Context: an optimization exercise on an open-source flow, tuned for small area and a short achievable clock period. The choices shown serve that exercise and are no tape-out recipe. The RTL was checked by simulation tests, not by an equivalence proof against the original design.

==> flow/design.v, too long to show whole: its modules and the start of the top module <==
// module booth_enc: 12 lines
// module booth_enc0: 11 lines
// module booth_sel: 10 lines
// module booth_sel0: 8 lines
// module booth_sel_n: 9 lines
// module CSA: 10 lines
// module HADD: 9 lines
// module CSA1: 9 lines
// module simple_Adder: 1102 lines
// module k_nand2: 1 lines
// module k_nor2: 1 lines
// module k_xor2: 1 lines
// module k_xnor2: 1 lines
// module k_inv: 1 lines
// module k_aoi21: 1 lines
// module k_oai21: 1 lines
// module wallace: 2569 lines
// module multiplierTree: 26 lines
module multiplierTree (
    input clk,
    input rst,
    input en,
    input [31:0] a,
    input [31:0] b,
    output reg [63:0] c
);
  // ...
==> flow/flow/run.sh <==
#!/bin/bash
# Standard synthesis and layout; before placement every cell is set to its
# smallest drive (flow/downsize.tcl) so that repair sizes up only what timing needs.
set -euo pipefail
here=$(pwd)
bash standard.sh synth > synth.log 2>&1
export POST_FLOORPLAN_TCL=$here/flow/downsize.tcl
bash standard.sh finish POST_FLOORPLAN_TCL=$here/flow/downsize.tcl > layout.log 2>&1
==> flow/flow/downsize.tcl <==
# Set every standard cell to the smallest drive of its function before
# placement; repair_design and repair_timing then size up what needs it.
set db [ord::get_db]
set smallest [dict create]
foreach lib [$db getLibs] {
  foreach m [$lib getMasters] {
    set n [$m getName]
    if {![regexp {^(sky130_fd_sc_hd__[a-z0-9]+)_([0-9]+)$} $n -> base drv]} { continue }
    if {[string match "*lpflow*" $n] || [string match "*probe*" $n]} { continue }
    set a [expr {[$m getWidth] * [$m getHeight]}]
    if {![dict exists $smallest $base]} {
      dict set smallest $base [list $m $a $drv]
    } else {
      lassign [dict get $smallest $base] bm ba bd
      if {$a < $ba || ($a == $ba && $drv > $bd)} {
        dict set smallest $base [list $m $a $drv]
      }
    }
  }
}
set count 0
foreach inst [[ord::get_db_block] getInsts] {
  set m [$inst getMaster]
  set n [$m getName]
  if {![regexp {^(sky130_fd_sc_hd__[a-z0-9]+)_([0-9]+)$} $n -> base drv]} { continue }
  if {[string match "*df*" $base] || [string match "*clkbuf*" $base]} { continue }
  if {![dict exists $smallest $base]} { continue }
  set sm [lindex [dict get $smallest $base] 0]
  if {[$sm getName] ne $n} {
    $inst swapMaster $sm
    incr count
  }
}
puts "downsize: swapped $count instances"
==> flow/standard.sh <==
#!/bin/bash
# synth_recipe.tcl (not shown) runs the flow's synth.tcl, then flattens the netlist and writes it again
# the make line also repeats each setting of config.mk as NAME=value (left out here)
make -C /OpenROAD-flow-scripts/flow DESIGN_CONFIG=/design/flow/config.mk WORK_HOME=/design/flow/orfs CLKGATE_MAP_FILE= SYNTH_SCRIPT=/design/flow/synth_recipe.tcl "${@:-finish}"
==> flow/config.mk <==
export PLATFORM = sky130hd
export DESIGN_NAME = multiplierTree
export DESIGN_NICKNAME = multiplierTree
export VERILOG_FILES = /design/flow/design.v
export SDC_FILE = /design/flow/constraint.sdc
export NUM_CORES = 4
export LEC_CHECK = 0
export CAP_MARGIN = 20
export CORE_MARGIN = 2
export CORE_UTILIZATION = 40
export SLEW_MARGIN = 20
export SYNTH_HIERARCHICAL = 1
==> flow/constraint.sdc <==
create_clock -name core_clock -period 9.0 [get_ports {clk}]
set_input_delay 1.8000 -clock core_clock [delete_from_list [all_inputs] [get_ports {clk}]]
set_output_delay 1.8000 -clock core_clock [all_outputs]
set_load 0.01 [all_outputs]
==> results.yml, run 1 <==
clock_network:
  cts_max_path_buffers: 2
  post_cts_buffers: 0
  cts_hold_buffers: 0
  cts_resized: 0
outcome:
  status: "complete, no violations"
setup_path:
  cp_common_cell: "fa_1"
  reg2reg_from: "B[17]$_SDFFE_PP0P_"
  reg2reg_to: "c[57]$_SDFFE_PP0P_"
  crit_start: "B[17]$_SDFFE_PP0P_"
cells_and_area:
  fin_area_mm2: 0.0296
  nets: 3375
  final_common_cell: "xnor2_1"
  largest_class: "multi-input gates"
grt:
  first_global_vias: 21600
  grt_max_degree: 89
  grt-busiest-layer: "met2"
  grt_pass1_wl_um: 139000
  grt_use_met1: 0.339
min_path:
  hold_path.startpoint: "c[34]$_SDFFE_PP0P_"
detailed_routing:
  wl_met2_um: 40700
  routedWlPerCell_um: 23.9
  drc: 0
yosys:
  syn-mean-instance-area_um2: 10.9
timing:
  worst_pin_slew_ps: 1130
  layout_setup_ws_ps: 1030
  setup_tns_ps: 0
==> run 2: changes to the inputs <==
==> flow/run.sh (new file) <==
#!/bin/bash
# synth_recipe.tcl (not shown) runs the flow's synth.tcl, then flattens the netlist and writes it again
# the make line also repeats each setting of config.mk as NAME=value (left out here)
make -C /OpenROAD-flow-scripts/flow DESIGN_CONFIG=/design/flow/config.mk WORK_HOME=/design/flow/orfs CLKGATE_MAP_FILE= SYNTH_SCRIPT=/design/flow/synth_recipe.tcl finish
removed: flow/flow/run.sh
removed: flow/flow/downsize.tcl
removed: flow/standard.sh
==> run 2 against run 1 <==
Die area unchanged; sequential share of layout area decreased by 0.69 points; utilization increased by 4.2 points; wire length rose by 7.6%; via count is 2.5% higher; critical path type unchanged; worst hold slack gained 2.8 ps; final cell count is 0.11% lower; final area increased by 10%; sequential cell count unchanged; synthesized cell count is the same.
==> results.yml, run 2 <==
outcome:
  status: "complete, no violations"
floorplanning:
  dieArea_mm2: 0.0750
  die_x_um: 274
  boundaryPins: 131
  rows: 98
  core_mm2: 0.0717
  start_util: 0.406
  die-height_um: 274
clock_network:
  cts_resized: 0
  htreeDepth: 4
  cts_hold_buffers: 0
  numCtsBuffers: 17
  cts_root_buf: "clkbuf_16"
  path_clk_slew_ps: 70
  cts.sinks: 128
  cts_tree: "yes"
  clock_latency_ps: 510
  post_cts_buffers: 0
  cts_max_path_buffers: 2
yosys:
  syn_area_mm2: 0.0291
  synth_nets: 3217
  syn-mean-instance-area_um2: 10.9
  ys_warn_count: 7
  syn_inst: 2670
setup_path:
  cp_common_cell: "fa_1"
  timing.reg2reg.setup_slack_ps: 1070
  worst-path-buf-inv: 2
  critPathLaunchType: "register"
  r2r_cells: 23
  path_cells: "buf_4, nand2b_1, o22ai_4, a22oi_2, xnor2_1, fa_1, fa_1, fa_1, fa_1, fa_1, fa_1, fa_1, xnor2_1, nor2_1, nand2_1, nor2_1, nand2_1, o21ai_2, inv_1, o21ai_1, xnor2_1, mux2i_1, nor2_1"
  reg2reg_to: "c[53]$_SDFFE_PP0P_"
  worstSetupPathType: "register to register"
  cp_slowest_cell: "o22ai_4"
  critPathCaptureType: "register"
  max_stage_delay_ps: 680
  arrival_ps: 8280
  cp_top_family: "adder cells"
  cp_max_fo: 17
  crit_required_ps: 9350
  reg2reg_from: "B[21]$_SDFFE_PP0P_"
timing:
  fin_crit_ps: 7930
  clock_skew_ps: 35.2
  setup_tns_ps: 0
  fmax_ghz: 0.126
  hold_viol_final: 0
  setup_viol: 0
  relSlewSlack: 0.253
  post-route-period-util: 0.882
  rsz0062_at_grt: "no"
  worst_pin_slew_ps: 1120
  maxSlewViolCount: 0
detailed_routing:
  ant_nets: 0
  drc: 0
  first_pass_iters: 5
  vias: 22100
  viasPerCell: 5.85
  wirelength_um: 97300
  routedWlPerCell_um: 25.7
  drt_iter0_drc: 1770
grt:
  overflow: 0
  grt_max_degree: 92
  track_usage: 0.266
  grt_pass1_wl_um: 150000
  antenna_found_initial: 0
  first_global_vias: 23700
cells_and_area:
  n_antenna_cell: 0
  largest_reg_flops: 64
  area_growth_pct: 11.9
  largestRegisters: "c (64), A (32), B (32)"
  nets: 3371
  drive_gt1_frac: 0.281
  final_common_cell: "xnor2_1"
  final_cell_mix: "xnor2_1 (609), a22oi_2 (496), fa_1 (420)"
  largest_register: "c"
placed_design:
  portBuffers: 130
  gp_congestion: 0.918
  hpwl_um: 70600
job:
  drv_cap: 0
min_path:
  hold_path.class: "register to register"
  min_path_cells: 2
  hold_path.startpoint: "A[12]$_SDFFE_PP0P_"
  hold_end: "A[12]$_SDFFE_PP0P_"
==> run 2: worst min-delay path, stage by stage (launching register included) <==
cell and delay (ps):
dfxtp_2 330, mux2i_1 60, nor2_1 70
==> run 2: per-stage QoR <==
stage | hold WS [ps] | instances | utilization | worst slack [ps] | area (µm²)
2_1_floorplan | 517 | 2670 | - | 13.8 | 29100
3_3_place_gp | 468 | 3754 | 0.446 | 1260 | 32000
3_5_place_dp | 478 | 3755 | 0.446 | 1140 | 32000
4_1_cts | 495 | 3787 | 0.454 | 1120 | 32600
5_1_grt | 505 | 3787 | 0.454 | 696 | 32600
6_report | 494 | 3787 | 0.454 | 1070 | 32600
==> run 2: worst max path at each step <==
stage                       startpoint                  to  slack [ps]  cells after the start
detailed placement  B[21]$_SDFFE_PP0P_  c[53]$_SDFFE_PP0P_        1140                     23
floorplan           B[25]$_SDFFE_PP0P_  c[47]$_SDFFE_PP0P_          10                     22
global placement     B[9]$_SDFFE_PP0P_  c[44]$_SDFFE_PP0P_        1260                     22
finish              B[21]$_SDFFE_PP0P_  c[53]$_SDFFE_PP0P_        1070                     23
CTS                 B[21]$_SDFFE_PP0P_  c[53]$_SDFFE_PP0P_        1120                     23
global route        B[21]$_SDFFE_PP0P_  c[53]$_SDFFE_PP0P_         700                     23
==> run 2: cell type report <==
cell class | count | area (µm²)
clock inverters | 15 | 160
well taps | 950 | 1190
fillers | 6714 | 39100
repair buffers | 244 | 2180
clock buffers | 17 | 425
flip-flops and latches | 128 | 2620
multi-input cells | 2276 | 25400
inverters | 157 | 589
==> run 2: layer usage <==
metal | vias up | global-route usage | part of all wire
li1 | 9500 | - | -
met1 | 11300 | 0.342 | 0.41
met2 | 1025 | 0.431 | 0.47
met3 | 285 | 0.0404 | 0.065
met4 | 0 | 0.141 | 0.056
met5 | - | 0 | 0

==> re-timing with driven ports <==
How much do the figures lean on ideal ports? The routed layouts below were timed once more, with nothing changed but the port constraints. Step 1 sets driving cells, clkbuf_16 on the clock port and buf_2 on the other inputs (assumed; they add their load-dependent delay and slew). Step 2, shift: input delay + t, output delay - t, t = (earliest + latest rising clock arrival at the registers) / 2. This alone moves slack from input paths to output paths. Slacks: ideal ports / drivers / drivers and shift; pairs: ideal ports / drivers.
run | t, ns | setup slack, ns | worst data-port slew with drivers (ns)
run 1 | 0.545 | 1.025 / 1.025 / 1.025 | 0.10
run 2 | 0.568 | 1.065 / 1.065 / 1.065 | 0.09
After both steps every run listed still meets setup and hold.
